From an optimization exercise on the open Yosys and OpenROAD flow, aimed at small area and a short achievable clock period; shortcuts taken in it are not production practice.
RTL that was checked went through simulation tests only; none was proved equivalent to the original.

==> run C: inputs <==
// KGP_RISC
module KGP_RISC(
        input clock,
        input rst,
        output [7:0] imem_addr,
        input [31:0] imem_data,
        output [7:0] dmem_addr,
        output [31:0] dmem_wdata,
        output dmem_we,
        input [31:0] dmem_rdata,
        output [15:0] r
    );
==> module KGP_RISC, before the edit <==
module KGP_RISC(
        input clock,
        input rst,
        output [7:0] imem_addr,
        input [31:0] imem_data,
        output [7:0] dmem_addr,
        output [31:0] dmem_wdata,
        output dmem_we,
        input [31:0] dmem_rdata,
        output [15:0] r
    );
reg [7:0]  pc;
reg [1023:0] rf;            
reg [31:0] opa, opb;         
reg [22:0] e_imm;            
reg [3:0]  e_alo;            
reg        e_ac4;            
reg [3:0]  e_ahi, e_ohi;     
reg        e_xor, e_and, e_add, e_neg, e_shl, e_shr, e_sra, e_mul, e_ld;
reg        e_useimm, e_st, e_we, e_jmp, e_jlbl;
reg [4:0]  e_wa;
wire [31:0] nx = imem_data;                    
wire [2:0]  n_op = nx[31:29];
wire [4:0]  n_rs = nx[28:24];
wire [4:0]  n_rt = nx[23:19];
wire [3:0]  n_f  = nx[13:10];
wire [1:0]  n_fi = nx[1:0];
wire n_r = n_op == 3'd0;
wire n_i = n_op == 3'd1;
wire n_m = n_op == 3'd2;
wire n_j = n_op == 3'd3;
wire n_z = n_op == 3'd4;
wire [31:0] imm = {{10{e_imm[22]}}, e_imm[22:1]};
wire [31:0] y   = e_useimm ? imm : opb;
wire [31:0] sum;
add32bk u_add(.a(e_neg ? 32'd0 : opa), .b(e_neg ? ~y : y), .cin(e_neg), .s(sum));
wire [4:0]  shamt = opb[4:0];
wire [31:0] opa_rev;
genvar gi;
generate for (gi = 0; gi < 32; gi = gi + 1) begin : g_rev
    assign opa_rev[gi] = opa[31-gi];
end endgenerate
wire [31:0] sh_in = e_shl ? opa_rev : opa;
wire        sh_fill = e_sra & opa[31];
wire [31:0] sh_mask = 32'hffffffff >> shamt;       
wire [31:0] sh_r = (sh_in >> shamt) | ({32{sh_fill}} & ~sh_mask);
wire [31:0] sh_rev;
generate for (gi = 0; gi < 32; gi = gi + 1) begin : g_rev2
    assign sh_rev[gi] = sh_r[31-gi];
end endgenerate
wire [31:0] shv = e_shl ? sh_rev : sh_r;
wire [31:0] prod;
mul32lo u_mul(.a(opa), .b(opb), .p(prod));
wire [31:0] res = ({32{e_xor}} & (opa ^ opb))
                | ({32{e_and}} & (opa & opb))
                | ({32{e_add | e_neg}} & sum)
                | ({32{e_shl | e_shr | e_sra}} & shv)
                | ({32{e_mul}} & prod)
                | ({32{e_ld}} & dmem_rdata);
wire fwd_a = e_we && e_wa == n_rs;
wire fwd_b = e_we && e_wa == n_rt;
wire [31:0] dec_a = 32'd1 << n_rs;
wire [31:0] dec_b = 32'd1 << n_rt;
reg  [31:0] rf_a, rf_b;
integer j;
always @(*) begin
    rf_a = 32'd0;
    rf_b = 32'd0;
    for (j = 0; j < 32; j = j + 1) begin
        rf_a = rf_a | ({32{dec_a[j]}} & rf[32*j +: 32]);
        rf_b = rf_b | ({32{dec_b[j]}} & rf[32*j +: 32]);
    end
end
wire [31:0] rd_a = fwd_a ? res : rf_a;
wire [31:0] rd_b = fwd_b ? res : rf_b;
wire [4:0] alo_n = rd_a[3:0] + nx[4:1];
integer k;
always @(posedge clock) begin
    for (k = 0; k < 32; k = k + 1)
        if (e_we && e_wa == k) rf[32*k +: 32] <= res;
    opa <= rd_a;
    opb <= rd_b;
    e_alo <= alo_n[3:0];
    e_ac4 <= alo_n[4];
    e_ahi <= rd_a[7:4];
    e_ohi <= nx[8:5];
end
always @(posedge clock) begin
    e_imm    <= nx[23:1];
    e_xor    <= !rst && n_r && n_f == 4'd0;
    e_and    <= !rst && n_r && n_f == 4'd1;
    e_neg    <= !rst && ((n_r && n_f == 4'd2) || (n_i && n_fi == 2'd1));
    e_add    <= !rst && ((n_r && n_f == 4'd3) || (n_i && n_fi == 2'd0));
    e_shl    <= !rst && n_r && (n_f == 4'd4 || n_f == 4'd6);
    e_shr    <= !rst && n_r && (n_f == 4'd5 || n_f == 4'd7);
    e_sra    <= !rst && n_r && (n_f == 4'd8 || n_f == 4'd9);
    e_mul    <= !rst && n_r && (n_f == 4'd10 || n_f == 4'd11);
    e_ld     <= !rst && n_m && !nx[0];
    e_st     <= !rst && n_m && nx[0];
    e_useimm <= n_i;
    e_we     <= rst || n_r || n_i || (n_m && !nx[0]) || (n_j && nx[3:0] == 4'd9);
    e_wa     <= rst ? 5'd0 : n_m ? n_rt : (n_j ? 5'd31 : n_rs);
    e_jmp    <= !rst && (n_j || n_z);
    e_jlbl   <= n_j;
end
always @(posedge clock) begin
    if (rst)
        pc <= 8'd0;
    else if (e_jmp)
        pc <= e_jlbl ? e_imm[10:3] : 8'd0;
    else
        pc <= pc + 8'd1;
end
assign imem_addr  = pc;
assign dmem_addr  = {e_ahi + e_ohi + {3'd0, e_ac4}, e_alo};
assign dmem_wdata = opb;
assign dmem_we    = e_st;
assign r          = rf[32*7 +: 16];
endmodule
Settings: LEC_CHECK=0, ABC_AREA=1, CAP_MARGIN=20, CORE_MARGIN=2, CORE_UTILIZATION=40, SLEW_MARGIN=20, TNS_END_PERCENT=5; clock period 22.0 ns.
standard.sh (not shown) runs the stock make flow with config.mk's settings and CLKGATE_MAP_FILE= SYNTH_SCRIPT=/design/flow/synth_recipe.tcl, a recipe that flattens the netlist after the stock synthesis.
==> flow/flow/run.sh <==
#!/bin/bash
# Standard ORFS layout (the standard.sh) with three changes to how the
# layout is made; the SDC, the clock period and the synthesis are unchanged:
# - repair_timing is asked to leave a setup margin, so that it keeps
#   improving paths well below the (loose) clock period;
# - every port still gets a buffer, but a plain buf_2 rather than the delay
#   cell buffer_ports picks by default;
# - clock tree: larger sink clusters and no dummy loads.
set -euo pipefail
export SETUP_SLACK_MARGIN=16
export BUFFER_PORTS_ARGS="-buffer_cell sky130_fd_sc_hd__buf_2"
export CTS_ARGS="-sink_clustering_enable -repair_clock_nets -dont_use_dummy_load -sink_clustering_size 24 -sink_clustering_max_diameter 80"
bash standard.sh synth > synth.log 2>&1
bash standard.sh finish > layout.log 2>&1
==> inputs of run Z, as changes to run C <==
--- a/flow/flow/run.sh
+++ b/flow/flow/run.sh
@@ -1,4 +1,4 @@
 #!/bin/bash
-# Standard ORFS layout (the standard.sh) with three changes to how the
+# Standard ORFS layout (the standard.sh) with these changes to how the
 # layout is made; the SDC, the clock period and the synthesis are unchanged:
 # - repair_timing is asked to leave a setup margin, so that it keeps
@@ -8,5 +8,5 @@
 # - clock tree: larger sink clusters and no dummy loads.
 set -euo pipefail
-export SETUP_SLACK_MARGIN=16
+export SETUP_SLACK_MARGIN=15.2
 export BUFFER_PORTS_ARGS="-buffer_cell sky130_fd_sc_hd__buf_2"
 export CTS_ARGS="-sink_clustering_enable -repair_clock_nets -dont_use_dummy_load -sink_clustering_size 24 -sink_clustering_max_diameter 80"
==> inputs of run E, as changes to run C <==
--- a/flow/design.v
+++ b/flow/design.v
@@ -974,11 +974,8 @@
 reg [31:0] opa, opb;         
 reg [22:0] e_imm;            
-reg [3:0]  e_alo;            
-reg        e_ac4;            
-reg [3:0]  e_ahi, e_ohi;     
 reg        e_xor, e_and, e_add, e_neg, e_shl, e_shr, e_sra, e_mul, e_ld;
 reg        e_useimm, e_st, e_we, e_jmp, e_jlbl;
 reg [4:0]  e_wa;
-wire [31:0] nx = imem_data;                    
+wire [31:0] nx = rst ? 32'd0 : imem_data;      
 wire [2:0]  n_op = nx[31:29];
 wire [4:0]  n_rs = nx[28:24];
@@ -1003,6 +1000,6 @@
 wire [31:0] sh_in = e_shl ? opa_rev : opa;
 wire        sh_fill = e_sra & opa[31];
-wire [31:0] sh_mask = 32'hffffffff >> shamt;       
-wire [31:0] sh_r = (sh_in >> shamt) | ({32{sh_fill}} & ~sh_mask);
+wire [32:0] sh_full = $signed({sh_fill, sh_in}) >>> shamt;
+wire [31:0] sh_r = sh_full[31:0];
 wire [31:0] sh_rev;
 generate for (gi = 0; gi < 32; gi = gi + 1) begin : g_rev2
@@ -1034,5 +1031,4 @@
 wire [31:0] rd_a = fwd_a ? res : rf_a;
 wire [31:0] rd_b = fwd_b ? res : rf_b;
-wire [4:0] alo_n = rd_a[3:0] + nx[4:1];
 integer k;
 always @(posedge clock) begin
@@ -1041,25 +1037,21 @@
     opa <= rd_a;
     opb <= rd_b;
-    e_alo <= alo_n[3:0];
-    e_ac4 <= alo_n[4];
-    e_ahi <= rd_a[7:4];
-    e_ohi <= nx[8:5];
 end
 always @(posedge clock) begin
     e_imm    <= nx[23:1];
-    e_xor    <= !rst && n_r && n_f == 4'd0;
-    e_and    <= !rst && n_r && n_f == 4'd1;
-    e_neg    <= !rst && ((n_r && n_f == 4'd2) || (n_i && n_fi == 2'd1));
-    e_add    <= !rst && ((n_r && n_f == 4'd3) || (n_i && n_fi == 2'd0));
-    e_shl    <= !rst && n_r && (n_f == 4'd4 || n_f == 4'd6);
-    e_shr    <= !rst && n_r && (n_f == 4'd5 || n_f == 4'd7);
-    e_sra    <= !rst && n_r && (n_f == 4'd8 || n_f == 4'd9);
-    e_mul    <= !rst && n_r && (n_f == 4'd10 || n_f == 4'd11);
-    e_ld     <= !rst && n_m && !nx[0];
-    e_st     <= !rst && n_m && nx[0];
+    e_xor    <= n_r && n_f == 4'd0;
+    e_and    <= n_r && n_f == 4'd1;
+    e_neg    <= (n_r && n_f == 4'd2) || (n_i && n_fi == 2'd1);
+    e_add    <= (n_r && n_f == 4'd3) || (n_i && n_fi == 2'd0);
+    e_shl    <= n_r && (n_f == 4'd4 || n_f == 4'd6);
+    e_shr    <= n_r && (n_f == 4'd5 || n_f == 4'd7);
+    e_sra    <= n_r && (n_f == 4'd8 || n_f == 4'd9);
+    e_mul    <= n_r && (n_f == 4'd10 || n_f == 4'd11);
+    e_ld     <= n_m && !nx[0];
+    e_st     <= n_m && nx[0];
     e_useimm <= n_i;
-    e_we     <= rst || n_r || n_i || (n_m && !nx[0]) || (n_j && nx[3:0] == 4'd9);
-    e_wa     <= rst ? 5'd0 : n_m ? n_rt : (n_j ? 5'd31 : n_rs);
-    e_jmp    <= !rst && (n_j || n_z);
+    e_we     <= n_r || n_i || (n_m && !nx[0]) || (n_j && nx[3:0] == 4'd9);
+    e_wa     <= n_m ? n_rt : (n_j ? 5'd31 : n_rs);
+    e_jmp    <= n_j || n_z;
     e_jlbl   <= n_j;
 end
@@ -1073,5 +1065,5 @@
 end
 assign imem_addr  = pc;
-assign dmem_addr  = {e_ahi + e_ohi + {3'd0, e_ac4}, e_alo};
+assign dmem_addr  = opa[7:0] + {e_imm[7:0]};
 assign dmem_wdata = opb;
 assign dmem_we    = e_st;
--- a/flow/flow/run.sh
+++ b/flow/flow/run.sh
@@ -8,5 +8,5 @@
 # - clock tree: larger sink clusters and no dummy loads.
 set -euo pipefail
-export SETUP_SLACK_MARGIN=16
+export SETUP_SLACK_MARGIN=15.5
 export BUFFER_PORTS_ARGS="-buffer_cell sky130_fd_sc_hd__buf_2"
 export CTS_ARGS="-sink_clustering_enable -repair_clock_nets -dont_use_dummy_load -sink_clustering_size 24 -sink_clustering_max_diameter 80"
Settings changed: TNS_END_PERCENT 5 to not set.
==> qor summary <==
Run status: run E no timing/DRC/antenna violations; run C no timing/DRC/antenna violations; run Z finished with violations
Layout check failures: run E -; run C -; run Z capacitance limit, slew limit
Most used cell, CP: run E sky130_fd_sc_hd__nor2_1; run C -; run Z sky130_fd_sc_hd__inv_1
Met1 wire length: run E 121200 um; run C 113900 um; run Z 114600 um
Achievable clock frequency: run E 0.1399 GHz; run C 0.1452 GHz; run Z 0.1372 GHz
Met3 Resource Use GR: run E 14.94%; run C 13.32%; run Z 12.73%
Final critical-path required period: run E 7146 ps; run C 6887 ps; run Z 7288 ps
Cell count of the worst reg-to-reg path: run E 23; run C 21; run Z 18
Finished layout cell area: run E 0.07947 sq mm; run C 0.07740 sq mm; run Z 0.07562 sq mm
Global routing usage on met2: run E 52.44%; run C 54.61%; run Z 52.70%
Data required, critical path: run E 17600 ps; run C 22620 ps; run Z 22540 ps
Gate count of the mapped netlist: run E 6833; run C 6764; run Z 6764
Inserted Clock Buffers: run E 72; run C 67; run Z 74
Final net count: run E 7588; run C 7439; run Z 7385
Xor-xnor portion of the synthesized cell area: run E 4.221%; run C 3.703%; run Z 3.703%
Pin slew with the least headroom to its limit: run E 1241 ps; run C 1405 ps; run Z 1991 ps
Wire length of the first global-routing pass: run E 448800 um; run C 447300 um; run Z 432300 um
Ratio of cells with drive above 1 in the final layout: run E 18.87%; run C 16.91%; run Z 14.49%
Complex-gate fraction of the synthesized area: run E 15.35%; run C 15.85%; run Z 15.85%
Simple-Gate Fraction of Synth Area: run E 13.99%; run C 14.43%; run Z 14.43%
Total placed cells including tap cells: run E 8997; run C 8922; run Z 8926
Number of global-route vias before repair: run E 55.66k; run C 56.18k; run Z 53.74k
Portion of the post-synthesis area used by sequential elements: run E 49.91%; run C 49.99%; run Z 49.99%
Synthesis-to-finish area growth: run E 20.06%; run C 16.86%; run Z 14.17%
Only the layout flow was run in run E; the RTL was not checked for function there.

## separate check: timing with driven ports
The flow's constraints put no driver on any port. The routed layouts listed below were extracted and timed again, unchanged, in two steps. Step 1, drivers: a clkbuf_16 drives clock and a buf_2 each remaining input, both assumed. Step 2 adds t to the input delays and takes it off the output delays; t is the mean of the earliest and latest rising clock arrival at the registers after step 1. Input paths then give back, and output paths get back, about the clock's delay inside the block. Slacks: no drivers / after step 1 / after step 2; pairs: no drivers / after step 1.
run	t, ns	setup slack, ns	hold slack, ns	latest minus earliest clock arrival (ns)
run C	0.761	15.113 / 15.126 / 14.365	0.479 / 0.479 / 0.479	0.108 / 0.109
run Z	0.769	14.712 / 14.768 / 13.999	0.529 / 0.529 / 0.529	0.137 / 0.138
run E	0.754	14.854 / 14.776 / 14.436	0.530 / 0.530 / 0.530	0.145 / 0.145
For run C, which loses most, drivers alone change the setup slack by +0.013 ns; drivers and shift together by -0.748 ns.
